This design comes from an exercise in tuning for small area, a short achievable clock period and few clock cycles on the open sky130 flow, not from production work. At most, simulation tests tie the RTL to the original design; equivalence was not proved. No functional check of the RTL was part of runs 1 to 4.

`design/flow/design.v`:
```
module qrcode_decoder(
    input clk,
    input srst_n,
    input start,
    input sram_rdata,
    output [11:0] sram_raddr,
    output reg [5:0] loc_y,
    output reg [5:0] loc_x,
    output reg [7:0] decode_text,    
    output reg valid,
    output reg finish
);
localparam S_A = 3'd0, S_P = 3'd1, S_Y = 3'd2, S_X = 3'd3, S_V = 3'd4,
           S_M = 3'd5, S_D = 3'd6, S_E = 3'd7;
reg [2:0] st;             
reg       cont;           
reg [5:0] y, x;           
reg       pv;             
reg [5:0] py, px;         
reg       pix;            
reg       started;
assign sram_raddr = {y, x};
reg [5:0] k;              
reg [5:0] s0;             
reg [5:0] s1;             
reg [5:0] s2;             
reg [5:0] s3;             
reg [1:0] cidx, pcidx;    
reg [1:0] rot;
reg [2:0] mask;
wire signed [2:0] cy_lo = s0[5:3], cy_hi = s0[2:0];
wire signed [2:0] cx_lo = s1[5:3], cx_hi = s1[2:0];
wire signed [2:0] pcy = s2[5:3], pcx = s2[2:0];
wire tight = s3[5], wide = s3[4], grp = s3[0];
wire [4:0] i = s0[4:0];   
wire       up = s0[5];
wire [4:0] j = s1[4:0];
wire       inlen = s1[5]; 
wire [4:0] rem = s2[4:0]; 
wire       jq = s2[5];    
wire [2:0] mv = s3[2:0];  
wire [2:0] bc = s3[5:3];  
wire [1:0] i3 = cidx, j3 = pcidx;
always @* decode_text = {px[1:0], py};
function [11:0] rotd;     
    input [1:0] r;
    input [5:0] di, dj;
    begin
        case (r)
            2'd0: rotd = {di, dj};
            2'd1: rotd = {dj, -di};
            2'd2: rotd = {-di, -dj};
            default: rotd = {-dj, di};
        endcase
    end
endfunction
function maskbit;         
    input [2:0] m;
    input a0, a1, b0;     
    input [1:0] a3, b3;   
    input q;              
    reg [1:0] p3, s3;
    reg p2, s2;
    begin
        p3 = (a3 == 2'd0 || b3 == 2'd0) ? 2'd0 : (a3 == b3) ? 2'd1 : 2'd2;
        s3 = (a3 == 2'd0) ? b3 : (b3 == 2'd0) ? a3 : (a3 != b3) ? 2'd0 : (a3 == 2'd1) ? 2'd2 : 2'd1;
        p2 = a0 & b0;
        s2 = a0 ^ b0;
        case (m)
            3'd0: maskbit = ~s2;
            3'd1: maskbit = ~a0;
            3'd2: maskbit = (b3 == 2'd0);
            3'd3: maskbit = (s3 == 2'd0);
            3'd4: maskbit = ~(a1 ^ q);
            3'd5: maskbit = ~p2 & (p3 == 2'd0);
            3'd6: maskbit = ~(p2 ^ p3[0]);
            default: maskbit = ~(s2 ^ p3[0]);
        endcase
    end
endfunction
function [3:0] astep;     
    input [3:0] kk;       
    begin
        astep =
            (kk == 4'd0) ? {2'd0, 2'd1} :
            (kk == 4'd1) ? {2'd1, 2'd3} :
            (kk == 4'd2) ? {2'd0, 2'd1} :
            (kk == 4'd3) ? {2'd3, 2'd2} :
            (kk == 4'd4) ? {2'd1, 2'd0} :
            (kk == 4'd5) ? {2'd2, 2'd1} :
            (kk == 4'd6) ? {2'd0, 2'd1} :
            (kk == 4'd7) ? {2'd0, 2'd2} :
                           {2'd2, 2'd2};
    end
endfunction
function [5:0] astepv;    
    input [1:0] c;
    begin
        case (c)
            2'd0: astepv = 6'd0;
            2'd1: astepv = 6'd21;
            2'd2: astepv = 6'd22;
            default: astepv = 6'd43;
        endcase
    end
endfunction
function [5:0] poff;      
    input [3:0] kk;
    begin
        poff =
            (kk == 4'd0) ? {3'sd0, 3'sd2} :
            (kk == 4'd1) ? {3'sd0, -3'sd2} :
            (kk == 4'd2) ? {3'sd2, 3'sd0} :
            (kk == 4'd3) ? {-3'sd2, 3'sd0} :
            (kk == 4'd4) ? {3'sd2, 3'sd2} :
            (kk == 4'd5) ? {-3'sd2, -3'sd2} :
            (kk == 4'd6) ? {3'sd2, -3'sd2} :
            (kk == 4'd7) ? {-3'sd2, 3'sd2} :
            (kk == 4'd8) ? {3'sd0, 3'sd1} :
            (kk == 4'd9) ? {3'sd0, -3'sd1} :
            (kk == 4'd10) ? {3'sd1, 3'sd0} :
            (kk == 4'd11) ? {-3'sd1, 3'sd0} :
            (kk == 4'd12) ? {3'sd1, 3'sd1} :
            (kk == 4'd13) ? {-3'sd1, -3'sd1} :
            (kk == 4'd14) ? {3'sd1, -3'sd1} :
                           {-3'sd1, 3'sd1};
    end
endfunction
localparam [5:0] P_N = 6'd16;     
function [5:0] x7;        
    input [2:0] c;
    begin
        case (c)
            3'b001: x7 = 6'd7;
            3'b010: x7 = 6'd14;
            3'b111: x7 = 6'd57;
            3'b110: x7 = 6'd50;
            default: x7 = 6'd0;
        endcase
    end
endfunction
function [5:0] x7m20;     
    input [2:0] c;
    begin
        case (c)
            3'b001: x7m20 = 6'd51;
            3'b010: x7m20 = 6'd58;
            3'b111: x7m20 = 6'd37;
            3'b110: x7m20 = 6'd30;
            default: x7m20 = 6'd44;
        endcase
    end
endfunction
function span2;           
    input signed [2:0] lo, hi;
    begin
        span2 = (hi - lo) >= 2;
    end
endfunction
function [5:0] roff;      
    input s;
    input [2:0] c;
    begin
        case (c)
            3'd0: roff = s ? 6'd17 : 6'd3;
            3'd1: roff = s ? 6'd18 : 6'd2;
            3'd2: roff = s ? 6'd16 : 6'd4;
            3'd3: roff = s ? 6'd20 : 6'd0;
            default: roff = s ? 6'd14 : 6'd6;
        endcase
    end
endfunction
function [2:0] wmove;     
    input [4:0] a, b;
    input u;
    begin
        if (!b[0]) wmove = 3'd0;                                    
        else if (u) begin
            if (a == ((b >= 5'd13) ? 5'd9 : 5'd0)) wmove = 3'd0;    
            else if (b <= 5'd12 && a == 5'd7) wmove = 3'd2;         
            else wmove = 3'd1;
        end else begin
            if (a == 5'd20) wmove = 3'd0;
            else if (b <= 5'd12 && a == 5'd5) wmove = 3'd4;
            else wmove = 3'd3;
        end
    end
endfunction
wire [5:0] p_c = poff(k[3:0]);           
wire [5:0] p_n = poff(k[3:0] + 4'd1);     
wire y_ok = span2(cy_lo, cy_hi), x_ok = span2(cx_lo, cx_hi);
wire [5:0] xhi_c = 6'd43;
wire [1:0] cn = cidx + 2'd1;
wire [5:0] kn = (cidx != 2'd3) ? k : (k[2:0] == 3'd4) ? {k[5:3] + 3'd1, 3'd0} : k + 6'd1;
wire v_miss = cont && !pix;
wire v_end = v_miss || (cidx == 2'd3 && k == 6'o44);
wire [1:0] mc = (st == S_X) ? 2'd0 : v_miss ? pcidx : 2'd3;
reg [1:0] m_rot;
reg [5:0] m_my, m_mx;     
always @* begin
    case (mc)
        2'd0: begin m_rot = 2'd2; m_my = 6'd12; m_mx = 6'd18; end
        2'd1: begin m_rot = 2'd3; m_my = 6'd18; m_mx = 6'd8;  end
        2'd2: begin m_rot = 2'd1; m_my = 6'd2;  m_mx = 6'd12; end
        default: begin m_rot = 2'd0; m_my = 6'd8; m_mx = 6'd2; end
    endcase
end
wire dbit = sram_rdata ^ maskbit(mask, i[0], i[1], j[0], i3, j3, jq);
reg [2:0] mdi, mdj;       
always @* begin
    case (mv)
        3'd0: begin mdi = 3'd0; mdj = 3'd7; end
        3'd1: begin mdi = 3'd7; mdj = 3'd1; end
        3'd2: begin mdi = 3'd6; mdj = 3'd1; end
        3'd3: begin mdi = 3'd1; mdj = 3'd1; end
        default: begin mdi = 3'd2; mdj = 3'd1; end
    endcase
end
reg [2:0] wdy, wdx;       
always @* begin
    case (rot)
        2'd0: begin wdy = mdi; wdx = mdj; end
        2'd1: begin wdy = mdj; wdx = -mdi; end
        2'd2: begin wdy = -mdi; wdx = -mdj; end
        default: begin wdy = -mdj; wdx = mdi; end
    endcase
end
wire [4:0] ni = i + {{2{mdi[2]}}, mdi};
wire [4:0] nj = j + {{2{mdj[2]}}, mdj};
wire nup = (mv == 3'd0 && j[0]) ? ~up : up;
reg [1:0] ni3, nj3;
reg nq;
always @* begin
    case (mv)
        3'd1: ni3 = (i3 == 2'd0) ? 2'd2 : i3 - 2'd1;
        3'd2: ni3 = (i3 == 2'd2) ? 2'd0 : i3 + 2'd1;
        3'd3: ni3 = (i3 == 2'd2) ? 2'd0 : i3 + 2'd1;
        3'd4: ni3 = (i3 == 2'd0) ? 2'd2 : i3 - 2'd1;
        default: ni3 = i3;
    endcase
    if (mv == 3'd0) begin
        nj3 = (j3 == 2'd0) ? 2'd2 : j3 - 2'd1;
        nq = (j3 == 2'd0) ? ~jq : jq;
    end else begin
        nj3 = (j3 == 2'd2) ? 2'd0 : j3 + 2'd1;
        nq = (j3 == 2'd2) ? ~jq : jq;
    end
end
wire [3:0] a_st = astep(k[3:0]);
wire [11:0] r_dd = rotd(rot, 6'd9, 6'd15);    
wire [11:0] r_dn = rotd(rot, 6'd0, 6'd1);     
wire p_end = tight || k == P_N;
reg [5:0] ay, by, ax, bx;
wire [6:0] sy = {1'b0, ay} + {by[5], by};
wire [6:0] sx = {1'b0, ax} + {bx[5], bx};
wire hit = pix && cont;
always @* begin
    ay = y; by = 6'd0; ax = x; bx = 6'd0;
    case (st)
        S_A: if (hit) begin ay = py; ax = px; bx = 6'd14; end
             else begin by = astepv(a_st[3:2]); bx = astepv(a_st[1:0]); end
        S_P: begin
                 ay = loc_y; ax = loc_x;
                 if (p_end) begin by = x7m20(cy_hi); bx = x7(cx_lo); end
                 else begin by = x7(p_n[5:3]); bx = x7(p_n[2:0]); end
             end
        S_Y: if (hit) begin ay = py; ax = loc_x; bx = x7m20(cx_hi); end
             else case (k[2:0])
                 3'd0, 3'd2, 3'd4: bx = 6'd14;
                 3'd1, 3'd3: if (wide) bx = 6'd43; else begin by = 6'd1; bx = 6'd50; end
                 default: by = 6'd1;
             endcase
        S_X: if (hit) begin
                 ay = loc_y; ax = px;
                 if (py != loc_y) begin by = m_my; bx = m_mx; end
                 else bx = 6'd20;
             end else if (!grp) by = 6'd20;
             else begin by = 6'd44; bx = 6'd1; end
        S_V: if (v_end) begin ay = loc_y; by = m_my; ax = loc_x; bx = m_mx; end
             else begin ay = loc_y; by = roff(cn[1], kn[5:3]); ax = loc_x; bx = roff(cn[0], kn[2:0]); end
        S_M: if (k == 6'd2) begin by = r_dd[11:6]; bx = r_dd[5:0]; end
             else if (k != 6'd0 || started) begin by = r_dn[11:6]; bx = r_dn[5:0]; end
        S_D: begin by = {{3{wdy[2]}}, wdy}; bx = {{3{wdx[2]}}, wdx}; end
        default: ;
    endcase
end
always @(posedge clk) begin
    if (start) started <= 1'b1;
    if (st != S_D) begin py <= y; px <= x; pcidx <= cidx; end
    pix <= sram_rdata & pv; cont <= 1'b1;
    y <= sy[5:0]; x <= sx[5:0]; pv <= 1'b1;
    valid <= 1'b0;
    finish <= 1'b0;
    case (st)
    S_A: begin
        if (hit) begin
            loc_y <= py; loc_x <= px;
            s0 <= 6'd0; s1 <= 6'd0; s3 <= 6'd0;
            st <= S_P; cont <= 1'b0; k <= 6'd0;
            pv <= !sx[6];
        end else begin
            k <= (k == 6'd8) ? 6'd0 : k + 6'd1;
        end
    end
    S_P: begin
        if (hit) begin
            if (pcy < cy_lo) s0[5:3] <= pcy;
            if (pcy > cy_hi) s0[2:0] <= pcy;
            if (pcx < cx_lo) s1[5:3] <= pcx;
            if (pcx > cx_hi) s1[2:0] <= pcx;
        end
        s3[5] <= y_ok && x_ok;
        s3[4] <= !x_ok;
        if (p_end) begin
            st <= S_Y; cont <= 1'b0; k <= 6'd0;
            if (sy[6]) y <= 6'd0;
            if (sx[5:0] > 6'd43) x <= xhi_c;
        end else begin
            k <= k + 6'd1;
            pv <= !sy[6] && !sx[6] && (k != P_N - 6'd1);
        end
        s2 <= p_c;                          
    end
    S_Y: begin
        if (hit) begin
            loc_y <= py;                        
            st <= S_X; cont <= 1'b0; s3[0] <= 1'b0;
            if (sx[6]) x <= 6'd0;               
        end else begin
            if (k[2:0] == (wide ? 3'd5 : 3'd1)) k <= 6'd0;
            else k <= k + 6'd1;
        end
    end
    S_X: begin
        if (hit) begin
            loc_x <= px;                        
            if (py != loc_y) begin
                rot <= 2'd2; loc_y <= loc_y + 6'd20; loc_x <= px + 6'd20;
                st <= S_M; cont <= 1'b0; k <= 6'd0;
            end else begin
                st <= S_V; cont <= 1'b0; cidx <= 2'd1; k <= 6'd0;
            end
        end else s3[0] <= ~grp;
    end
    S_V: begin
        if (v_end) begin
            rot <= m_rot;
            if (!mc[1]) loc_y <= loc_y + 6'd20;
            if (!mc[0]) loc_x <= loc_x + 6'd20;
            st <= S_M; cont <= 1'b0; k <= 6'd0;
        end else begin
            cidx <= cn; k <= kn;
        end
    end
    S_M: begin
        case (k[1:0])
            2'd0: mask[2] <= ~sram_rdata;
            2'd1: mask[1] <= sram_rdata;
            default: mask[0] <= ~sram_rdata;
        endcase
        if (k == 6'd2) begin
            st <= S_D; cont <= 1'b0;
            s0 <= {1'b1, 5'd17};            
            s1 <= {1'b1, 5'd19};            
            s2 <= {1'b0, 5'd0};             
            s3 <= {3'd0, 3'd1};             
            cidx <= 2'd2; pcidx <= 2'd1;    
        end else if (k != 6'd0 || started) k <= k + 6'd1;
    end
    S_D: begin
        s0 <= {nup, ni}; s1[4:0] <= nj; s3[2:0] <= wmove(ni, nj, nup);
        cidx <= ni3; pcidx <= nj3; s2[5] <= nq;
        if (inlen) begin
            s2[4:0] <= {rem[3:0], dbit};
            s3[5:3] <= (bc == 3'd4) ? 3'd0 : bc + 3'd1;
            if (bc == 3'd4) s1[5] <= 1'b0;
        end else begin
            {px[1:0], py} <= {px[0], py, dbit};
            s3[5:3] <= bc + 3'd1;
            if (bc == 3'd7) begin
                valid <= 1'b1;
                s2[4:0] <= rem - 5'd1;
                if (rem == 5'd1) begin
                    finish <= 1'b1;
                    st <= S_E; cont <= 1'b0;
                end
            end
        end
    end
    default: ;
    endcase
    if (!srst_n) begin
        st <= S_A; cont <= 1'b0; y <= 6'd20; x <= 6'd20; pv <= 1'b1;
        started <= 1'b0; k <= 6'd0; valid <= 1'b0; finish <= 1'b0;
    end
end
endmodule
```
`design/flow/flow/run.sh`:
```
#!/bin/bash
# The standard layout (standard.sh, unchanged), with two changes made through
# its environment:
#  - the buffers that the flow puts on every input and output port are
#    sky130_fd_sc_hd__buf_4 cells instead of the slow delay cells that
#    buffer_ports picks by default;
#  - repair_timing aims for a setup slack of 12 ns, i.e. it sizes the cells of
#    paths slower than about 4 ns. The clock, its period and the I/O
#    constraints are the design's, unchanged.
# Each tool's full output is in standard.log in this folder.
export BUFFER_PORTS_ARGS="-buffer_cell sky130_fd_sc_hd__buf_4"
export SETUP_SLACK_MARGIN=11.5
bash standard.sh > standard.log 2>&1
```
`design/flow/standard.sh`:
```
#!/bin/bash
# synth_recipe.tcl (not shown) runs the flow's synth.tcl, then flattens the netlist and writes it again
# the make line also repeats each setting of config.mk as NAME=value (left out here)
make -C /OpenROAD-flow-scripts/flow DESIGN_CONFIG=/design/flow/config.mk WORK_HOME=/design/flow/orfs CLKGATE_MAP_FILE= SYNTH_SCRIPT=/design/flow/synth_recipe.tcl "${@:-finish}"
```
`design/flow/config.mk`:
```
export PLATFORM = sky130hd
export DESIGN_NAME = qrcode_decoder
export DESIGN_NICKNAME = qrcode_decoder
export VERILOG_FILES = /design/flow/design.v
export SDC_FILE = /design/flow/constraint.sdc
export NUM_CORES = 8
export LEC_CHECK = 0
export ABC_AREA = 1
export CAP_MARGIN = 20
export CORE_MARGIN = 2
export CORE_UTILIZATION = 40
export SLEW_MARGIN = 20
```
`design/flow/constraint.sdc`:
```
create_clock -name core_clock -period 16.0 [get_ports {clk}]
set_input_delay 3.2000 -clock core_clock [delete_from_list [all_inputs] [get_ports {clk}]]
set_output_delay 3.2000 -clock core_clock [all_outputs]
set_load 0.01 [all_outputs]
```
==> results.cfg, run 1 <==
[placed_design]
dpl_cell_area_um2 = 8980
routabilityCongestion = 1.05
port_buffers = 37
dp_hpwl_mm = 23.0

[yosys]
yosys.area.top_type = edfxtp_1
avgSynthCellArea_um2 = 7.17
synth_fp_nets = 1270
syn_area_um2 = 8440
syn_inst = 1176
synth_edf_count = 47
synth_cell_types = 55
synth-seq-cells = 84
netlist_top_cells_area = edfxtp_1, ha_1, nand2_1
synth-async-reset-ratio = 0
ys_seq_area_frac = 0.255
ys.flop_type = edfxtp_1
yosys_warnings = 1
yosys.area.top_type_share = 0.167

[worst_setup_path]
cp.required_ns = 16.24
rr_startpoint = k[0]
path_max_fanout = 7
critPathKind = reg2reg
start_kind = flop
crit_arrival_ns = 4.57
r2r_end = y[2]
reg2reg_depth = 24
r2r_slack_ns = 11.68
end_kind = flop

[min_path]
holdPathStages = 2
hp-class = reg2reg
hold_start = pv
hold_end = pix

[die]
core_area_um2 = 20900
start_util = 0.404
die_area_um2 = 22300
floorplan.rows = 53
die_x_um = 149
dieHeight_um = 149
ioPinCount = 38

[clock_tree]
cts_tree = done
path_clk_slew_ns = 0.07
clockBufferDepth = 2
insertion_delay_ns = 0.36
cts.htree.levels = 3
numClockSinks = 84
root_buffer = clkbuf_16
cts_buffers = 9

[global_route]
grt_pass1_vias = 7720
track_usage = 0.261
grt_max_degree = 28
grt_overflow = 0
antenna_found_initial = 0
grt_pass1_wl_mm = 44.5

[timing]
setup_violations = 0
tightest_slew_ns = 0.799
rsz0062_at_grt = true
fin_crit_sh = 0.270
period_minus_slack_ns = 4.32
slew_viol_final = 0
finClkSkew_ns = 0.0110
finalHoldViolations = 0
max-slew-margin-rel = 0.461
fmax_mhz = 231
setup_tns_ns = 0

[run_status]
outcome = no timing/DRC/antenna violations

[final_layout]
n_antenna_cell = 0
multiInputGateArea_um2 = 5680
nNetsFinal = 1326
drive_above_1_share = 0.168
final_area_um2 = 9720
n_fill_cell = 2154
syn2layout_area_growth_pct = 15.2
register_area_um2 = 2170

[routing]
wl_per_cell_um = 19.3
dr.pass1.iters = 7
drcViolationCount = 0
vias_per_cell = 5.67
drt.antenna.violating_nets = 0
vias = 8570
drtIter0Drc = 839
drt-total-wl_mm = 29.2

[job]
cap_violations = 0
## through the flow
step / utilization / std cells / setup slack [ns] / hold WS [ns]
floorplan: - / 1176 / 11.77 / 0.390
global placement: 0.430 / 1472 / 11.21 / 0.431
detailed placement: 0.430 / 1472 / 11.15 / 0.436
CTS: 0.447 / 1489 / 11.52 / 0.446
global route: 0.465 / 1512 / 11.46 / 0.473
finish: 0.465 / 1512 / 11.68 / 0.449
## repair_timing
item | 4_1_cts | 5_1_grt
pin swaps | 2 | 16
setup buffers | 1 | 23
hold buffers | 0 | 0
hold endpoints to repair | 0 | 0
setup endpoints to repair | 13 | 13
resized for setup | 19 | 46
## kinds of logic after synthesis
logic type                 Yosys count  share of synthesized area
AOI/OAI and AO/OA                  274                      0.197
xor gates and xnor gates            29                     0.0301
and+or+nand+nor                    489                      0.281
adders and majority gates           90                      0.139
DFF                                 84                      0.255
buffers and inverters              210                     0.0977
## placed cells by master, fill, tap and decap left out, types with 7 or more instances in the layout
master and instances:
a21oi_1 54, a31oi_1 10, buf_4 64, clkbuf_16 10
dfxtp_1 32, edfxtp_1 47, ha_1 75, inv_1 161
inv_2 21, nand2_1 215, nand2_2 17, nand2_4 9
nand3_1 47, nand3_2 10, nand4_1 13, nor2_1 117
nor2_4 12, nor3_1 17, nor4_1 7, o211ai_1 16
o21ai_0 109, o21ai_1 7, o221ai_1 11, o22ai_1 12
xor2_1 24
## how the worst max path moves through the flow
stage	from	to	slack (ns)	cells after the start
2_1_floorplan	k[0]	x[2]	11.77	29
5_1_grt	k[0]	x[2]	11.46	29
3_5_place_dp	k[1]	x[2]	11.15	29
6_report	k[0]	y[2]	11.68	24
4_1_cts	k[0]	x[2]	11.52	26
3_3_place_gp	k[1]	x[4]	11.21	29
## Yosys cell counts (all sizes together) (6+ instances only)
cell	number
a21oi	58
clkbuf	11
nor2	137
nand2	242
nand4	16
o221ai	11
o21ai	118
inv	187
o211ai	16
nor3	18
edfxtp	47
a221oi	6
o22ai	14
xor2	24
buf	9
ha	84
a22oi	7
dfxtp	37
a211oi	6
nor4	9
a31oi	12
nand3	59
fa	6
## registers in the layout (all words and copies together) (netlist names)
register and flops:
cidx 2, cont 1, finish 1, k 6
loc_x 6, loc_y 6, mask 3, pcidx 2
pix 1, pv 1, px 6, py 6
rot 2, s0 6, s1 6, s2 6
s3 6, st 3, started 1, valid 1
x 6, y 6
## final cells by class
| type | count | share of cell area |
|---|---|---|
| inverter | 190 | 0.0753 |
| clock inverter | 6 | 0.00515 |
| multi-input combinational | 882 | 0.584 |
| tap | 275 | 0.0354 |
| timing repair buffer | 65 | 0.0515 |
| clock buffer | 10 | 0.0257 |
| sequential | 84 | 0.223 |
## metal layers
layer / GRT usage / vias to the layer above / part of all wire
met5: 0 / - / 0
met4: 0.0786 / 0 / 0.025
met3: 0.0651 / 44 / 0.092
met2: 0.388 / 374 / 0.43
met1: 0.373 / 4030 / 0.45
li1: - / 4122 / -
## critical path, stage by stage, from the launching register on
cell        delay (ns)
dfxtp_4           0.38
clkinvlp_4        0.19
ha_4              0.25
nand2_2           0.13
nor2_4            0.06
inv_1             0.14
o21ai_0           0.13
a22oi_2           0.25
inv_1             0.12
ha_1              0.22
nand2_1           0.06
nand2_1           0.10
a2111oi_1         0.47
nand4_1           0.24
ha_1              0.34
inv_1             0.05
o21ai_0           0.27
a21oi_1           0.11
nor2_1            0.10
nor2_1            0.07
nand3b_1          0.17
nand2_2           0.15
nand2_4           0.10
nand2_1           0.09
nand2_1           0.04
==> inputs of run 2 (changes only) <==
--- a/design/flow/flow/run.sh
+++ b/design/flow/flow/run.sh
@@ -9,5 +9,5 @@
 #    constraints are the design's, unchanged.
 # Each tool's full output is in standard.log in this folder.
 export BUFFER_PORTS_ARGS="-buffer_cell sky130_fd_sc_hd__buf_4"
-export SETUP_SLACK_MARGIN=11.5
+export SETUP_SLACK_MARGIN=12.5
 bash standard.sh > standard.log 2>&1
==> run 2 against run 1 <==
Still clean on timing, DRC and antenna. Wire length is 8.6% higher. Hold slack improved by 0.00093 ns. Critical path depth is 23 lower. Sequential share of layout area decreased by 2.7 points.
==> results.cfg, run 2 <==
[run_status]
outcome = no timing/DRC/antenna violations

[yosys]
netlist_top_cells_area = edfxtp_1, ha_1, nand2_1
syn_inst = 1176
synth_commonest_cells = nand2_1, inv_1, nor2_1, o21ai_0, ha_1
synth_edf_count = 47
yosys.area.top_type_share = 0.167
yosysMostFrequentCell = nand2_1
syn_area_um2 = 8440
ys_seq_area_frac = 0.255
ys.flop_type = edfxtp_1
avgSynthCellArea_um2 = 7.17
yosys_warnings = 1
synth_cell_types = 55
synth-seq-cells = 84
synth-async-reset-ratio = 0
yosys.area.top_type = edfxtp_1
synth_fp_nets = 1270

[job]
cap_violations = 0

[worst_setup_path]
start_kind = flop
rr_startpoint = k[1]
r2r_slack_ns = 11.99
cp.required_ns = 12.80
cp.depth = 1
path_delay_family = flip-flops
cp_cell_sequence = buf_6
crit_arrival_ns = 0.95
path_max_fanout = 2
reg2reg_depth = 27
end_kind = primary output
cp-startpoint = loc_y[1]
r2r_end = x[2]
critPathKind = reg2out
path_buf_inv = 1
slowest_stage = edfxtp_1
cpPeakStageDelay_ns = 0.44
endpoint = loc_y[1]

[global_route]
grt_overflow = 0
grt_pass1_vias = 8655
grt_pass1_wl_mm = 48.0
track_usage = 0.283
antenna_found_initial = 1
grt_max_degree = 20

[routing]
vias = 9166
drtIter0Drc = 907
drt.antenna.violating_nets = 0
drcViolationCount = 0
drt-total-wl_mm = 31.7
wl_per_cell_um = 19.6
vias_per_cell = 5.67
dr.pass1.iters = 9

[clock_tree]
cts.htree.levels = 3
path_clk_slew_ns = 0.07
clockBufferDepth = 2
cts_hold_buf = 0
cts_tree = done
root_buffer = clkbuf_16
cts_buffers = 9
numClockSinks = 84
insertion_delay_ns = 0.36

[die]
start_util = 0.404
die_x_um = 149
floorplan.rows = 53
ioPinCount = 38
dieHeight_um = 149
die_area_um2 = 22300
core_area_um2 = 20900

[final_layout]
n_fill_cell = 1975
fin_cells = 1617
nNetsFinal = 1430
multiInputGateArea_um2 = 6240
layout_commonest_cell = nand2_1
drive_above_1_share = 0.315
mostFrequentLayoutCells = nand2_1, inv_1, buf_4
register_area_um2 = 2220
final_area_um2 = 11300
syn2layout_area_growth_pct = 34.3

[timing]
fmax_mhz = 241
tightest_slew_ns = 0.766
setup_violations = 0
rsz0062_at_grt = true
slew_viol_final = 0
fin_crit_sh = 0.259
setup_tns_ns = 0
finalHoldViolations = 0
period_minus_slack_ns = 4.15
max-slew-margin-rel = 0.488
finClkSkew_ns = 0.0110

[placed_design]
dpl_cell_area_um2 = 9170
routabilityCongestion = 1.04
dp_hpwl_mm = 22.6
dp_cells = 1473
port_buffers = 37

[min_path]
hp-class = reg2reg
[run 2: metrics by stage]
step | hold slack, ns | util | worst slack (ns)
global route | 0.469 | 0.542 | 11.78
detailed placement | 0.437 | 0.439 | 11.45
floorplan | 0.390 | - | 12.30
global placement | 0.439 | 0.439 | 11.55
CTS | 0.444 | 0.528 | 11.84
finish | 0.449 | 0.543 | 11.85
[run 2: per-layer routing]
metal | global-route usage | vias to the layer above | share of wire | wire length (um)
li1 | - | 4332 | - | -
met1 | 0.384 | 4314 | 0.43 | 13500
met4 | 0.146 | 0 | 0.050 | 1600
met3 | 0.0639 | 86 | 0.096 | 3050
met5 | 0.00227 | - | 0 | 0
met2 | 0.419 | 434 | 0.43 | 13500
[run 2: final cells by class]
| type | count | share of cell area |
|---|---|---|
| clock buffers | 9 | 0.0199 |
| repair buffers | 168 | 0.127 |
| diodes | 1 | 0.000221 |
| inverters | 190 | 0.0690 |
| flip-flops and latches | 84 | 0.196 |
| well taps | 275 | 0.0304 |
| multi-input cells | 883 | 0.551 |
| clock inverters | 7 | 0.00718 |
[run 2: kinds of logic (layout without fill, tap and decap cells)]
logic type	after synthesis	in the layout	share of synthesized area
xor+xnor	29	29	0.0301
fa+ha+maj	90	90	0.139
compound gates	274	274	0.197
simple gates	489	490	0.281
flops	84	84	0.255
other cells	0	1	0
buf+inv	210	374	0.0977
[run 2: repair_timing]
action	4_1_cts	5_1_grt
pin swaps	67	41
buffers inserted	107	19
endpoints found under the hold margin	0	0
gates cloned	1	0
setup endpoints to repair	51	50
gates resized for setup	196	36
[run 2: how the worst min path moves through the flow]
stage	from	end	slack, ns	cells after the start
floorplan	pv	pix	0.39	2
global placement	x[5]	px[5]	0.44	0
detailed placement	x[3]	px[3]	0.44	0
CTS	pv	pix	0.44	2
global route	pv	pix	0.47	2
finish	pv	pix	0.45	2
==> inputs of run 3 (changes only) <==
--- a/design/flow/design.v
+++ b/design/flow/design.v
@@ -188,7 +188,11 @@
 endfunction
 wire [5:0] p_c = poff(k[3:0]);           
 wire [5:0] p_n = poff(k[3:0] + 4'd1);     
-wire y_ok = span2(cy_lo, cy_hi), x_ok = span2(cx_lo, cx_hi);
+wire signed [2:0] u_ylo = (hit && pcy < cy_lo) ? pcy : cy_lo;
+wire signed [2:0] u_yhi = (hit && pcy > cy_hi) ? pcy : cy_hi;
+wire signed [2:0] u_xlo = (hit && pcx < cx_lo) ? pcx : cx_lo;
+wire signed [2:0] u_xhi = (hit && pcx > cx_hi) ? pcx : cx_hi;
+wire y_ok = span2(u_ylo, u_yhi), x_ok = span2(u_xlo, u_xhi);
 wire [5:0] xhi_c = 6'd43;
 wire [1:0] cn = cidx + 2'd1;
 wire [5:0] kn = (cidx != 2'd3) ? k : (k[2:0] == 3'd4) ? {k[5:3] + 3'd1, 3'd0} : k + 6'd1;
@@ -303,12 +307,7 @@
         end
     end
     S_P: begin
-        if (hit) begin
-            if (pcy < cy_lo) s0[5:3] <= pcy;
-            if (pcy > cy_hi) s0[2:0] <= pcy;
-            if (pcx < cx_lo) s1[5:3] <= pcx;
-            if (pcx > cx_hi) s1[2:0] <= pcx;
-        end
+        s0 <= {u_ylo, u_yhi}; s1 <= {u_xlo, u_xhi};
         s3[5] <= y_ok && x_ok;
         s3[4] <= !x_ok;
         if (p_end) begin
--- a/design/flow/flow/run.sh
+++ b/design/flow/flow/run.sh
@@ -9,5 +9,5 @@
 #    constraints are the design's, unchanged.
 # Each tool's full output is in standard.log in this folder.
 export BUFFER_PORTS_ARGS="-buffer_cell sky130_fd_sc_hd__buf_4"
-export SETUP_SLACK_MARGIN=12.5
+export SETUP_SLACK_MARGIN=11.0
 bash standard.sh > standard.log 2>&1
==> run 3 against run 2 <==
Clock-buffer cell count is 1 higher. Cell count is 9.2% lower. Synthesized cell count down 1.1%. Core utilization fell by 9.2 points. Final area decreased by 20%. First-iteration DRC count decreased by 2.1%. Clock skew fell by 0.0023 ns. Area after synthesis fell by 2.8%. Critical path type is now reg2reg.
==> results.cfg, run 3 <==
[run_status]
outcome = no timing/DRC/antenna violations

[die]
start_util = 0.406
ioPinCount = 38
floorplan.rows = 52
die_area_um2 = 21700
dieHeight_um = 147
die_x_um = 147
core_area_um2 = 20200

[global_route]
grt_pass1_vias = 7555
antenna_found_initial = 0
track_usage = 0.265
grt_max_degree = 27
grt_overflow = 0
grt_pass1_wl_mm = 44.1

[placed_design]
dp_hpwl_mm = 23.0
routabilityCongestion = 1.03
port_buffers = 37
place_ws_ns = 11.20
dp_cells = 1452

[yosys]
synth-async-reset-ratio = 0
synthAdderAreaFrac = 0.138
avgSynthCellArea_um2 = 7.05
synth_xor_area_frac = 0.0288
ys_seq_area_frac = 0.263
synth_commonest_cells = nand2_1, inv_1, nor2_1, o21ai_0, ha_1
yosys.area.top_type = edfxtp_1
synth_edf_count = 47
syn_inst = 1163
synth-simple-area-share = 0.255
netlist_top_cells_area = edfxtp_1, ha_1, nand2_1
muxShareOfSynthArea = 0
syn_area_um2 = 8200
synth_fp_nets = 1254
yosys.area.top_type_share = 0.172
synth-compound-area-share = 0.213
synth_cell_types = 60
yosys_warnings = 1
ys.flop_type = edfxtp_1
yosysMostFrequentCell = nand2_1
synth_top_family_by_area = simple AND/OR/NAND/NOR gates
synth-seq-cells = 84

[worst_setup_path]
rr_startpoint = st[2]
start_kind = flop
cpMostUsedCell = nand2_1
cpPeakStageDelay_ns = 0.73
end_kind = flop
cp_cell_sequence = inv_1, nor2_2, inv_1, nor2_2, nand4_1, nand2_1, nor4_1, nand2_1, ha_1, inv_1, fa_1, o21ai_0, nand2_1, nand2_1, a21oi_1, nand4_1, nand3_2, nand2_1, nand2_1, nand2_1, nand2_1
cp-startpoint = st[2]
cp.required_ns = 16.25
slowest_stage = dfxtp_1
crit_arrival_ns = 4.87
path_max_fanout = 12
critPathKind = reg2reg

[clock_tree]
cts_buffers = 9
cts.htree.levels = 3
path_clk_slew_ns = 0.07
numClockSinks = 84
root_buffer = clkbuf_16
clockBufferDepth = 2
cts_tree = done
insertion_delay_ns = 0.36
cts_setup_buffers = 0

[timing]
rsz0062_at_grt = false
fin_crit_sh = 0.288
slew_viol_final = 0
max-slew-margin-rel = 0.428
finClkSkew_ns = 0.00874
finalHoldViolations = 0
fmax_mhz = 217
postLayoutSetupSlackWorst_ns = 11.38
period_minus_slack_ns = 4.62
setup_violations = 0
tightest_slew_ns = 0.852
setup_tns_ns = 0

[routing]
dr.pass1.iters = 5
vias_per_cell = 5.65
drtIter0Drc = 888
drcViolationCount = 0
drt-total-wl_mm = 28.8
drt.antenna.violating_nets = 0
vias = 8295
wl_per_cell_um = 19.6

[final_layout]
fin_cells = 1468
mostFrequentLayoutCells = nand2_1, inv_1, nor2_1
n_antenna_cell = 0
layout_commonest_cell = nand2_1
n_fill_cell = 2122
syn2layout_area_growth_pct = 10.9
drive_above_1_share = 0.0927
nNetsFinal = 1284

[min_path]
hold_start = pv
hp-class = reg2reg

[job]
cap_violations = 0
==> run 3: final timing paths <==
check / to / cells past startpoint / slack [ns]
max: x[2] / 21 / 11.38
min reg2reg: pix / 2 / 0.44
min: pix / 2 / 0.44
max reg2reg: x[2] / 21 / 11.38
==> run 3: final cells by class <==
cell class	count	area [um2]	area share
Timing Repair Buffer	41	308	0.0339
Clock buffer	10	250	0.0275
Tap cell	270	338	0.0372
Inverter	194	733	0.0806
Multi-Input combinational cell	863	5230	0.575
Clock inverter	6	80.1	0.00881
Sequential cell	84	2150	0.237
==> run 3: kinds of logic after synthesis <==
| kind of cell | Yosys count |
|---|---|
| buf+inv | 216 |
| xor+xnor | 27 |
| fa+ha+maj | 87 |
| compound gates | 285 |
| flops | 84 |
| simple gates | 464 |
==> run 3: routing by layer <==
layer  up-vias  global-route usage  routed length (um)
li1       4032                   -                   -
met1      3821               0.397               13400
met2       395               0.386               12000
met3        47              0.0497                2600
met4         0              0.0798                 742
met5         -                   0                   0
==> run 3: critical path, delay by kind of cell, from the launching register on <==
kind,cells,cell delay [ns]
buf+inv,3,0.72
fa+ha+maj,2,0.57
flops,1,0.73
simple gates,14,2.12
compound gates,2,0.35
==> run 3: through the flow <==
stage	utilization	area, um2	hold slack [ns]
2_1_floorplan	-	8200	0.390
3_3_place_gp	0.433	8740	0.430
3_5_place_dp	0.433	8740	0.425
4_1_cts	0.450	9070	0.434
5_1_grt	0.451	9090	0.446
6_report	0.451	9090	0.439
==> run 3: timing repair <==
action	4_1_cts	5_1_grt
endpoints found under the setup margin	0	9
hold buffers	0	0
gates resized for setup	0	7
==> inputs of run 4 (changes only) <==
--- a/design/flow/flow/run.sh
+++ b/design/flow/flow/run.sh
@@ -9,5 +9,5 @@
 #    constraints are the design's, unchanged.
 # Each tool's full output is in standard.log in this folder.
 export BUFFER_PORTS_ARGS="-buffer_cell sky130_fd_sc_hd__buf_4"
-export SETUP_SLACK_MARGIN=11.0
+export SETUP_SLACK_MARGIN=10.5
 bash standard.sh > standard.log 2>&1
==> run 4 against run 3 <==
Via count up 0.55%. Synthesized cell count unchanged. Sequential share of layout area about the same. Wire length up 0.27%. Flip-flop and latch count unchanged. Critical path type unchanged. Final area down 0.25%. Clock-buffer cell count unchanged. Still clean. Setup slack worse by 0.30 ns.
==> results.cfg, run 4 <==
[die]
die_x_um = 147
dieHeight_um = 147
start_util = 0.406
ioPinCount = 38
floorplan.rows = 52
core_area_um2 = 20200
die_area_um2 = 21700

[yosys]
synth_cell_types = 60
ys.flop_type = edfxtp_1
yosys_warnings = 1
synth-async-reset-ratio = 0
yosysMostFrequentCell = nand2_1
synth_commonest_cells = nand2_1, inv_1, nor2_1, o21ai_0, ha_1
yosys.area.top_type = edfxtp_1
synth_fp_nets = 1254
synth-seq-cells = 84
synth_edf_count = 47
yosys.area.top_type_share = 0.172
syn_inst = 1163
netlist_top_cells_area = edfxtp_1, ha_1, nand2_1
ys_seq_area_frac = 0.263
avgSynthCellArea_um2 = 7.05
syn_area_um2 = 8200

[clock_tree]
clockBufferDepth = 2
root_buffer = clkbuf_16
cts.htree.levels = 3
path_clk_slew_ns = 0.07
cts_buffers = 9
cts_tree = done
cts_setup_buffers = 0
insertion_delay_ns = 0.37
numClockSinks = 84
cts_hold_buf = 0
ctsResizeCount = 0

[timing]
slew_viol_final = 0
setup_violations = 0
finalHoldViolations = 0
tightest_slew_ns = 0.905
period_minus_slack_ns = 4.92
max-slew-margin-rel = 0.394
setup_tns_ns = 0
rsz0062_at_grt = false
finClkSkew_ns = 0.00917
fin_crit_sh = 0.308
fmax_mhz = 203

[global_route]
grt_pass1_vias = 7555
antenna_found_initial = 0
grt_pass1_wl_mm = 44.1
grt_overflow = 0
track_usage = 0.265
grt_max_degree = 27

[worst_setup_path]
start_kind = flop
crit_arrival_ns = 5.17
path_max_fanout = 12
end_kind = flop
cp.required_ns = 16.25
r2r_slack_ns = 11.08
critPathKind = reg2reg

[routing]
vias = 8341
dr.pass1.iters = 5
drcViolationCount = 0
drt-total-wl_mm = 28.9
drt.antenna.violating_nets = 0
vias_per_cell = 5.68
wl_per_cell_um = 19.7
drtIter0Drc = 869

[final_layout]
multiInputGateArea_um2 = 5210
n_antenna_cell = 0
mostFrequentLayoutCells = nand2_1, inv_1, nor2_1
syn2layout_area_growth_pct = 10.6
nNetsFinal = 1284
n_fill_cell = 2126
final_area_um2 = 9070
register_area_um2 = 2150
layout_commonest_cell = nand2_1
drive_above_1_share = 0.0868

[placed_design]
dpl_cell_area_um2 = 8740
port_buffers = 37
dp_hpwl_mm = 23.0
routabilityCongestion = 1.03

[min_path]
hp-class = reg2reg

[run_status]
outcome = no timing/DRC/antenna violations

[job]
cap_violations = 0
-- run 4: cell counts after synthesis --
No cell type changed its count.
-- run 4: cells by family after synthesis --
group	after synthesis	share of synthesized area
fa+ha+maj	87	0.138
compound gates	285	0.213
xor+xnor	27	0.0288
flops	84	0.263
buf+inv	216	0.102
simple gates	464	0.255
-- run 4: worst paths after layout --
path,cells after the start,end,from
setup / recovery,21,x[2],st[2]
hold / removal,2,pix,pv
setup reg to reg,21,x[2],st[2]
hold reg to reg,2,pix,pv
-- run 4: final cells by class --
class | count | share of cell area
multi-input cells | 863 | 0.574
flip-flops and latches | 84 | 0.237
inverters | 194 | 0.0808
well taps | 270 | 0.0373
repair buffers | 41 | 0.0339
clock buffers | 10 | 0.0276
clock inverters | 6 | 0.00883
-- run 4: metal layers --
| layer | vias up | GRT usage | wire (um) |
|---|---|---|---|
| met2 | 412 | 0.386 | 12000 |
| met3 | 46 | 0.0497 | 2630 |
| li1 | 4029 | - | - |
| met1 | 3854 | 0.397 | 13500 |
| met5 | - | 0 | 0 |
| met4 | 0 | 0.0798 | 715 |
-- run 4: worst max-delay path: stages, from the launching register on --
cell and delay (ns):
dfxtp_1 0.73, inv_1 0.29, nor2_1 0.76, inv_1 0.43, nor2_2 0.42, nand4_1 0.19, nand2_1 0.11, nor4_1 0.05
nand2_1 0.10, ha_1 0.18, inv_1 0.06, fa_1 0.39, o21ai_0 0.30, nand2_1 0.10, nand2_1 0.07, a21oi_1 0.07
nand4_1 0.14, nand3_2 0.12, nand2_1 0.12, nand2_1 0.06, nand2_1 0.05, nand2_1 0.05
-- run 4: stage by stage --
| step | utilization | std cells | setup slack [ns] | hold WS (ns) |
|---|---|---|---|---|
| final | 0.450 | 1468 | 11.08 | 0.435 |
| after floorplan | - | 1163 | 12.09 | 0.390 |
| after CTS | 0.450 | 1468 | 11.19 | 0.434 |
| after global routing | 0.450 | 1468 | 10.56 | 0.446 |
| after detailed placement | 0.433 | 1452 | 11.20 | 0.425 |
| after global placement | 0.433 | 1452 | 11.15 | 0.430 |
==> inputs of run 5 (changes only) <==
--- a/design/flow/design.v
+++ b/design/flow/design.v
@@ -59,22 +59,22 @@
     input a0, a1, b0;     
     input [1:0] a3, b3;   
     input q;              
-    reg [1:0] p3, s3;
-    reg p2, s2;
+    reg s2, p2, p1, p0, s0;
     begin
-        p3 = (a3 == 2'd0 || b3 == 2'd0) ? 2'd0 : (a3 == b3) ? 2'd1 : 2'd2;
-        s3 = (a3 == 2'd0) ? b3 : (b3 == 2'd0) ? a3 : (a3 != b3) ? 2'd0 : (a3 == 2'd1) ? 2'd2 : 2'd1;
-        p2 = a0 & b0;
-        s2 = a0 ^ b0;
+        s2 = a0 ^ b0;                                   
+        p2 = a0 & b0;                                   
+        p1 = (a3 == b3) && (a3 != 2'd0);                
+        p0 = (a3 == 2'd0) || (b3 == 2'd0);              
+        s0 = (a3 == 2'd0) ? (b3 == 2'd0) : (a3 == 2'd1) ? (b3 == 2'd2) : (b3 == 2'd1);  
         case (m)
             3'd0: maskbit = ~s2;
             3'd1: maskbit = ~a0;
             3'd2: maskbit = (b3 == 2'd0);
-            3'd3: maskbit = (s3 == 2'd0);
+            3'd3: maskbit = s0;
             3'd4: maskbit = ~(a1 ^ q);
-            3'd5: maskbit = ~p2 & (p3 == 2'd0);
-            3'd6: maskbit = ~(p2 ^ p3[0]);
-            default: maskbit = ~(s2 ^ p3[0]);
+            3'd5: maskbit = ~p2 & p0;
+            3'd6: maskbit = ~(p2 ^ p1);
+            default: maskbit = ~(s2 ^ p1);
         endcase
     end
 endfunction
@@ -220,15 +220,10 @@
         default: begin mdi = 3'd2; mdj = 3'd1; end
     endcase
 end
-reg [2:0] wdy, wdx;       
-always @* begin
-    case (rot)
-        2'd0: begin wdy = mdi; wdx = mdj; end
-        2'd1: begin wdy = mdj; wdx = -mdi; end
-        2'd2: begin wdy = -mdi; wdx = -mdj; end
-        default: begin wdy = -mdj; wdx = mdi; end
-    endcase
-end
+wire [2:0] ei = (rot[0] == rot[1]) ? mdi : -mdi;
+wire [2:0] ej = rot[1] ? -mdj : mdj;
+wire [2:0] wdy = rot[0] ? ej : ei;
+wire [2:0] wdx = rot[0] ? ei : ej;
 wire [4:0] ni = i + {{2{mdi[2]}}, mdi};
 wire [4:0] nj = j + {{2{mdj[2]}}, mdj};
 wire nup = (mv == 3'd0 && j[0]) ? ~up : up;
--- a/design/flow/flow/run.sh
+++ b/design/flow/flow/run.sh
@@ -9,5 +9,5 @@
 #    constraints are the design's, unchanged.
 # Each tool's full output is in standard.log in this folder.
 export BUFFER_PORTS_ARGS="-buffer_cell sky130_fd_sc_hd__buf_4"
-export SETUP_SLACK_MARGIN=10.5
+export SETUP_SLACK_MARGIN=11.5
 bash standard.sh > standard.log 2>&1
==> run 5 against run 4 <==
Largest cell class unchanged. Via count rose by 0.92%. Fmax rose by 16%. Still clean on timing, DRC and antenna. Die area rose by 0.71%. Hold slack improved by 0.016 ns. Register-to-register slack improved by 0.78 ns.
==> results.cfg, run 5 <==
[run_status]
outcome = no timing/DRC/antenna violations

[final_layout]
layout_commonest_cell = nand2_1
mostFrequentLayoutCells = nand2_1, inv_1, nor2_1
nNetsFinal = 1301
syn2layout_area_growth_pct = 11.0
n_fill_cell = 2141
fin_cells = 1487
drive_above_1_share = 0.118
n_antenna_cell = 0

[worst_setup_path]
reg2reg_depth = 18
r2r_slack_ns = 11.86
cp.required_ns = 12.80
cp_cell_sequence = buf_4
path_buf_inv = 1
crit_arrival_ns = 1.05
r2r_end = pv
start_kind = flop
end_kind = primary output
slowest_stage = edfxtp_1
rr_startpoint = st[0]
cpPeakStageDelay_ns = 0.49
path_delay_family = flip-flops
critPathKind = reg2out
path_max_fanout = 5

[clock_tree]
clockBufferDepth = 2
insertion_delay_ns = 0.37
cts.htree.levels = 3
path_clk_slew_ns = 0.08
root_buffer = clkbuf_16
numClockSinks = 84
cts_hold_buf = 0
cts_tree = done
cts_buffers = 9

[die]
die_x_um = 148
ioPinCount = 38
core_area_um2 = 20200
floorplan.rows = 52
dieHeight_um = 148
start_util = 0.408
die_area_um2 = 21800

[routing]
drtIter0Drc = 824
drt.antenna.violating_nets = 0
wl_per_cell_um = 19.8
drcViolationCount = 0
drt-total-wl_mm = 29.4
dr.pass1.iters = 6
vias = 8418
vias_per_cell = 5.66

[yosys]
synth-async-reset-ratio = 0
yosys_warnings = 1
netlist_top_cells_area = edfxtp_1, ha_1, nand2_1
syn_inst = 1174
synth_commonest_cells = nand2_1, inv_1, nor2_1, o21ai_0, a21oi_1
syn_area_um2 = 8260
muxShareOfSynthArea = 0
synth-seq-cells = 84
yosys.area.top_type = edfxtp_1
yosysMostFrequentCell = nand2_1
synthAdderAreaFrac = 0.134
avgSynthCellArea_um2 = 7.03
synth_edf_count = 47
ys_seq_area_frac = 0.261
yosys.area.top_type_share = 0.171
ys.flop_type = edfxtp_1
synth-compound-area-share = 0.212
synth-simple-area-share = 0.263
synth_xor_area_frac = 0.0265
synth_top_family_by_area = simple AND/OR/NAND/NOR gates
synth_cell_types = 57
synth_fp_nets = 1263

[placed_design]
port_buffers = 37
dp_cells = 1467
routabilityCongestion = 1.05
dp_hpwl_mm = 23.3

[timing]
slew_viol_final = 0
period_minus_slack_ns = 4.25
setup_violations = 0
max-slew-margin-rel = 0.293
tightest_slew_ns = 1.06
finalHoldViolations = 0
rsz0062_at_grt = true
fin_crit_sh = 0.266
setup_tns_ns = 0
fmax_mhz = 235
finClkSkew_ns = 0.0115

[min_path]
hold_end = pix
hp-class = reg2reg
hold_start = pv
holdPathStages = 2

[job]
cap_violations = 0

[global_route]
grt_overflow = 0
grt_max_degree = 22
grt_pass1_vias = 7805
antenna_found_initial = 0
grt_pass1_wl_mm = 45.0
track_usage = 0.271
## run 5: cells by family after synthesis
family | after synthesis
fa+ha+maj | 85
xor+xnor | 25
compound gates | 283
buf+inv | 218
flops | 84
simple gates | 479
## run 5: layer usage
metal	part of all wire	routed length (um)	GRT usage	up-vias
met1	0.46	13500	0.400	3954
met5	0	0	0	-
met2	0.43	12800	0.410	358
met4	0.025	745	0.0832	0
met3	0.080	2350	0.0389	42
li1	-	-	-	4064
## run 5: how the worst max path moves through the flow
stage	startpoint	depth (start not counted)	endpoint
2_1_floorplan	k[0]	27	x[0]
3_3_place_gp	k[0]	26	x[0]
3_5_place_dp	k[0]	26	x[0]
4_1_cts	k[0]	26	x[0]
5_1_grt	k[0]	26	x[0]
6_report	loc_y[2]	1	loc_y[2]
## run 5: final cells by class
cell class	instances	area, um2	area share
multi-input combinational	872	5270	0.575
sequential	84	2160	0.235
inverter	198	748	0.0816
timing repair buffer	47	353	0.0385
tap	270	338	0.0369
clock buffer	9	225	0.0246
clock inverter	7	71.3	0.00778
## run 5: repair_timing
action | 4_1_cts | 5_1_grt
setup buffers | 0 | 4
endpoints found under the hold margin | 0 | 0
endpoints found under the setup margin | 0 | 13
resized for setup | 0 | 15
## run 5: worst register-to-register path, delay by kind of cell, from the launching register on
family / cells / cell delay (ns)
AO/OA/AOI/OAI: 3 / 0.71
adder cells (fa/ha/maj): 1 / 0.44
buffers and inverters: 4 / 0.50
flip-flops: 1 / 0.48
AND/OR/NAND/NOR: 10 / 1.89
## run 5: metrics by stage
stage	hold WS (ns)	utilization	instance area (um2)	setup WS (ns)
CTS	0.448	0.450	9100	11.61
finish	0.452	0.453	9170	11.75
detailed placement	0.436	0.435	8810	11.63
floorplan	0.390	-	8260	12.24
global route	0.452	0.453	9170	11.49
global placement	0.438	0.435	8810	11.75
Testbench counts of run 5, summed over its fixed seeds: cycles 24,384.
==> inputs of run 6 (changes only) <==
--- a/design/flow/flow/run.sh
+++ b/design/flow/flow/run.sh
@@ -9,5 +9,5 @@
 #    constraints are the design's, unchanged.
 # Each tool's full output is in standard.log in this folder.
 export BUFFER_PORTS_ARGS="-buffer_cell sky130_fd_sc_hd__buf_4"
-export SETUP_SLACK_MARGIN=11.5
+export SETUP_SLACK_MARGIN=12.0
 bash standard.sh > standard.log 2>&1
==> run 6 against run 5 <==
Hold slack about the same. Critical path type unchanged. Still clean on timing, DRC and antenna. Synthesized cell count is the same.
==> results.cfg, run 6 <==
[clock_tree]
insertion_delay_ns = 0.37
cts_tree = done
clockBufferDepth = 2
cts_buffers = 9
cts.htree.levels = 3
cts_hold_buf = 0
path_clk_slew_ns = 0.08
numClockSinks = 84
root_buffer = clkbuf_16

[yosys]
syn_area_um2 = 8260
yosysMostFrequentCell = nand2_1
synth-async-reset-ratio = 0
yosys.area.top_type_share = 0.171
ys_seq_area_frac = 0.261
synth_cell_types = 57
ys.flop_type = edfxtp_1
yosys.area.top_type = edfxtp_1
synth-seq-cells = 84
netlist_top_cells_area = edfxtp_1, ha_1, nand2_1
syn_inst = 1174
synth_edf_count = 47
avgSynthCellArea_um2 = 7.03
synth_commonest_cells = nand2_1, inv_1, nor2_1, o21ai_0, a21oi_1
synth_fp_nets = 1263
yosys_warnings = 1

[routing]
drt.antenna.violating_nets = 0
drcViolationCount = 0
wl_per_cell_um = 19.7
drtIter0Drc = 799
vias_per_cell = 5.65
vias = 8717
drt-total-wl_mm = 30.4
dr.pass1.iters = 5

[run_status]
outcome = no timing/DRC/antenna violations

[final_layout]
syn2layout_area_growth_pct = 21.4
nNetsFinal = 1355
drive_above_1_share = 0.212
final_area_um2 = 10000
layout_commonest_cell = nand2_1
mostFrequentLayoutCells = nand2_1, inv_1, nor2_1
utilization = 0.495

[die]
die_area_um2 = 21800
floorplan.rows = 52
die_x_um = 148
dieHeight_um = 148
core_area_um2 = 20200
ioPinCount = 38
start_util = 0.408

[worst_setup_path]
cpPeakStageDelay_ns = 0.44
path_max_fanout = 3
cp.depth = 1
path_buf_inv = 1
slowest_stage = edfxtp_1
start_kind = flop
cp.required_ns = 12.80
path_delay_family = flip-flops
reg2reg_depth = 27
end_kind = primary output
critPathKind = reg2out
crit_arrival_ns = 0.95
cp_cell_sequence = buf_6

[global_route]
grt_max_degree = 22
use_met2 = 0.419
globalRouteMet3Util = 0.0435
antenna_found_initial = 0
grt_overflow = 0
top_usage_layer = met2
track_usage = 0.276
grt_pass1_vias = 8023
grt_util_met1 = 0.401
grt_pass1_wl_mm = 45.8

[min_path]
holdPathStages = 2
hp-class = reg2reg

[timing]
max-slew-margin-rel = 0.474
rsz0062_at_grt = true
finClkSkew_ns = 0.0101
finalHoldViolations = 0
fmax_mhz = 241
setup_tns_ns = 0
slew_viol_final = 0
hold_ws_ns = 0.452
setup_violations = 0
tightest_slew_ns = 0.784
period_minus_slack_ns = 4.15
fin_crit_sh = 0.260

[placed_design]
dp_hpwl_mm = 23.3
port_buffers = 37
dpl_cell_area_um2 = 8810
routabilityCongestion = 1.05

[job]
cap_violations = 0
[run 6: changes by cell type in the layout (fill, tap and decap cells not counted), sizes merged]
| cell | delta |
|---|---|
| buf | +54 |
| clkinvlp | +2 |
| diode | +1 |
| inv | -2 |
[run 6: area by class of cell]
cell class	count	area, um2
clock inverter	7	71.3
inverter	198	766
antenna	1	2.50
clock buffer	9	225
fill	2048	10200
multi-input combinational	872	5540
tap	270	338
sequential	84	2200
timing repair buffer	101	882
[run 6: repair_timing]
action	4_1_cts	5_1_grt
setup buffers	30	28
resized for setup	78	77
setup endpoints to repair	47	47
pin swaps	2	28
[run 6: final timing paths]
path	start	to	slack (ns)
max reg2reg	k[1]	x[0]	12.10
min	pv	pix	0.45
min reg2reg	pv	pix	0.45
max	loc_y[5]	loc_y[5]	11.85
[run 6: cells by family (layout without fill, tap and decap cells)]
| logic type | count (synthesis) | in the layout | share of synthesized area |
|---|---|---|---|
| DFF | 84 | 84 | 0.261 |
| buffers and inverters | 218 | 315 | 0.103 |
| adders and majority gates | 85 | 85 | 0.134 |
| xor gates and xnor gates | 25 | 25 | 0.0265 |
| other | 0 | 1 | 0 |
| and+or+nand+nor | 479 | 479 | 0.263 |
| AOI/OAI and AO/OA | 283 | 283 | 0.212 |
[run 6: per-layer routing]
| layer | vias up | wire length (um) |
|---|---|---|
| li1 | 4189 | - |
| met2 | 361 | 13600 |
| met3 | 44 | 2170 |
| met1 | 4123 | 13900 |
| met5 | - | 0 |
| met4 | 0 | 709 |
[run 6: metrics by stage]
| step | cells | worst slack [ns] |
|---|---|---|
| final | 1542 | 11.85 |
| after global routing | 1541 | 11.83 |
| after CTS | 1513 | 11.84 |
| after detailed placement | 1467 | 11.63 |
| after global placement | 1467 | 11.75 |
| after floorplan | 1174 | 12.24 |
==> inputs of run 7 (changes only) <==
--- a/design/flow/flow/run.sh
+++ b/design/flow/flow/run.sh
@@ -9,5 +9,5 @@
 #    constraints are the design's, unchanged.
 # Each tool's full output is in standard.log in this folder.
 export BUFFER_PORTS_ARGS="-buffer_cell sky130_fd_sc_hd__buf_4"
-export SETUP_SLACK_MARGIN=12.0
+export SETUP_SLACK_MARGIN=11.75
 bash standard.sh > standard.log 2>&1
==> run 7 against run 6 <==
Die area did not move. Cell count shrank 2.9%. Clock-buffer cell count unchanged. Highest routed layer unchanged. Fmax down 1.6%. Non-clock buffer count down 43. Hold slack improved by 0.0027 ns. First-iteration DRC count rose by 5.0%. Core utilization down 3.2 points. Critical path depth unchanged. Area after synthesis is the same.
==> results.cfg, run 7 <==
[clock_tree]
cts.htree.levels = 3
insertion_delay_ns = 0.37
root_buffer = clkbuf_16
cts_tree = done
cts_buffers = 9
path_clk_slew_ns = 0.08
clockBufferDepth = 2
numClockSinks = 84

[die]
start_util = 0.408
die_x_um = 148
floorplan.rows = 52
dieHeight_um = 148
ioPinCount = 38
core_area_um2 = 20200
die_area_um2 = 21800

[run_status]
outcome = no timing/DRC/antenna violations

[routing]
drcViolationCount = 0
vias_per_cell = 5.65
wl_per_cell_um = 19.8
drt-total-wl_mm = 29.7
drt.antenna.violating_nets = 0
dr.pass1.iters = 6
drtIter0Drc = 839
vias = 8462

[global_route]
antenna_found_initial = 0
grt_overflow = 0
grt_pass1_vias = 7807
grt_pass1_wl_mm = 45.0
track_usage = 0.271
grt_max_degree = 22

[final_layout]
drive_above_1_share = 0.144
nNetsFinal = 1312
final_area_um2 = 9370
layout_commonest_cell = nand2_1
mostFrequentLayoutCells = nand2_1, inv_1, nor2_1
syn2layout_area_growth_pct = 13.5
register_area_um2 = 2170
n_antenna_cell = 0
multiInputGateArea_um2 = 5390
n_fill_cell = 2122

[worst_setup_path]
cp.required_ns = 12.80
rr_startpoint = k[0]
path_delay_family = flip-flops
end_kind = primary output
crit_arrival_ns = 1.02
path_buf_inv = 1
path_max_fanout = 5
cpPeakStageDelay_ns = 0.47
slowest_stage = edfxtp_1
r2r_slack_ns = 11.97
start_kind = flop
cp-startpoint = loc_x[2]
critPathKind = reg2out
cp_cell_sequence = buf_4

[placed_design]
place_ws_ns = 11.63
port_buffers = 37
dp_hpwl_mm = 23.3
dpl_cell_area_um2 = 8810
routabilityCongestion = 1.05

[timing]
fmax_mhz = 237
rsz0062_at_grt = true
fin_crit_sh = 0.264
period_minus_slack_ns = 4.22
setup_tns_ns = 0
finClkSkew_ns = 0.0108
setup_violations = 0
max-slew-margin-rel = 0.298
finalHoldViolations = 0
postLayoutSetupSlackWorst_ns = 11.78
tightest_slew_ns = 1.05
slew_viol_final = 0

[yosys]
avgSynthCellArea_um2 = 7.03
yosys.area.top_type_share = 0.171
yosysMostFrequentCell = nand2_1
syn_inst = 1174
synth-async-reset-ratio = 0
netlist_top_cells_area = edfxtp_1, ha_1, nand2_1
synth_commonest_cells = nand2_1, inv_1, nor2_1, o21ai_0, a21oi_1
ys_seq_area_frac = 0.261
yosys.area.top_type = edfxtp_1
synth_cell_types = 57
synth-seq-cells = 84
synth_edf_count = 47
synth_fp_nets = 1263
yosys_warnings = 1
ys.flop_type = edfxtp_1
syn_area_um2 = 8260

[min_path]
hp-class = reg2reg
hold_start = pv

[job]
cap_violations = 0
==> run 7: final timing paths <==
check | cells past startpoint | endpoint
setup reg to reg | 26 | x[0]
setup / recovery | 1 | loc_x[2]
hold reg to reg | 2 | pix
hold / removal | 2 | pix
==> run 7: layout make-up <==
class                           instances  share of cell area
Clock buffer                            9              0.0240
Clock inverter                          7             0.00761
Inverter                              198              0.0799
Multi-Input combinational cell        872               0.575
Sequential cell                        84               0.231
Tap cell                              270              0.0361
Timing Repair Buffer                   58              0.0465
==> run 7: logic make-up (layout without fill, tap and decap cells) <==
family,after synthesis,in the layout,synth area share
buffers and inverters,218,272,0.103
adders and majority gates,85,85,0.134
DFF,84,84,0.261
xor gates and xnor gates,25,25,0.0265
AOI/OAI and AO/OA,283,283,0.212
and+or+nand+nor,479,479,0.263
==> run 7: layer usage <==
layer / track usage / wire, um
met5: 0 / 0
met4: 0.0841 / 711
met3: 0.0395 / 1990
met2: 0.409 / 13000
met1: 0.400 / 14000
==> run 7: repair_timing <==
action / CTS / global route
hold buffers: 0 / 0
hold endpoints to repair: 0 / 0
pin swaps: 0 / 9
setup buffers: 1 / 14
setup endpoints to repair: 7 / 14
gates resized for setup: 3 / 46
==> run 7: stage by stage <==
step	utilization	instances	hold WS, ns
3_5_place_dp	0.435	1467	0.436
3_3_place_gp	0.435	1467	0.438
2_1_floorplan	-	1174	0.390
6_report	0.463	1498	0.455
5_1_grt	0.463	1498	0.454
4_1_cts	0.451	1484	0.448

port drivers added, routing unchanged:
In the flow no input, the clock included, has a driving cell. The finished layouts below were timed again as built, in two steps.
Step 1: set_driving_cell puts a clkbuf_16 on clk and a buf_2 on each other input, an assumption about the parent block.
Step 2 also shifts input and output timing later by t, the mid clock arrival at the registers, as if the neighbouring blocks saw the same clock.
a / b / c = ideal ports / drivers / drivers and shift; a / b = the first two.
| run | shift t [ns] | slack for setup (ns) | worst hold slack (ns) | worst register clock-pin slew, ns | pins driven straight from the clock port |
|---|---|---|---|---|---|
| run 1 | 0.406 | 11.676 / 11.676 / 11.676 | 0.449 / 0.449 / 0.449 | 0.08 / 0.08 | 1 |
| run 2 | 0.406 | 11.851 / 11.804 / 11.986 | 0.449 / 0.449 / 0.449 | 0.08 / 0.08 | 1 |
| run 3 | 0.403 | 11.384 / 11.384 / 11.384 | 0.439 / 0.439 / 0.439 | 0.07 / 0.07 | 1 |
| run 4 | 0.408 | 11.080 / 11.080 / 11.080 | 0.435 / 0.435 / 0.435 | 0.07 / 0.07 | 1 |
| run 5 | 0.406 | 11.747 / 11.703 / 11.823 | 0.452 / 0.452 / 0.452 | 0.08 / 0.08 | 1 |
| run 6 | 0.405 | 11.847 / 11.802 / 11.813 | 0.452 / 0.452 / 0.452 | 0.08 / 0.08 | 1 |
| run 7 | 0.405 | 11.777 / 11.734 / 11.817 | 0.455 / 0.455 / 0.455 | 0.08 / 0.08 | 1 |
After both steps setup and hold are still met in every run listed. The setup slack of run 6, which loses most, moves by -0.045 ns with the drivers and by -0.034 ns with both steps.
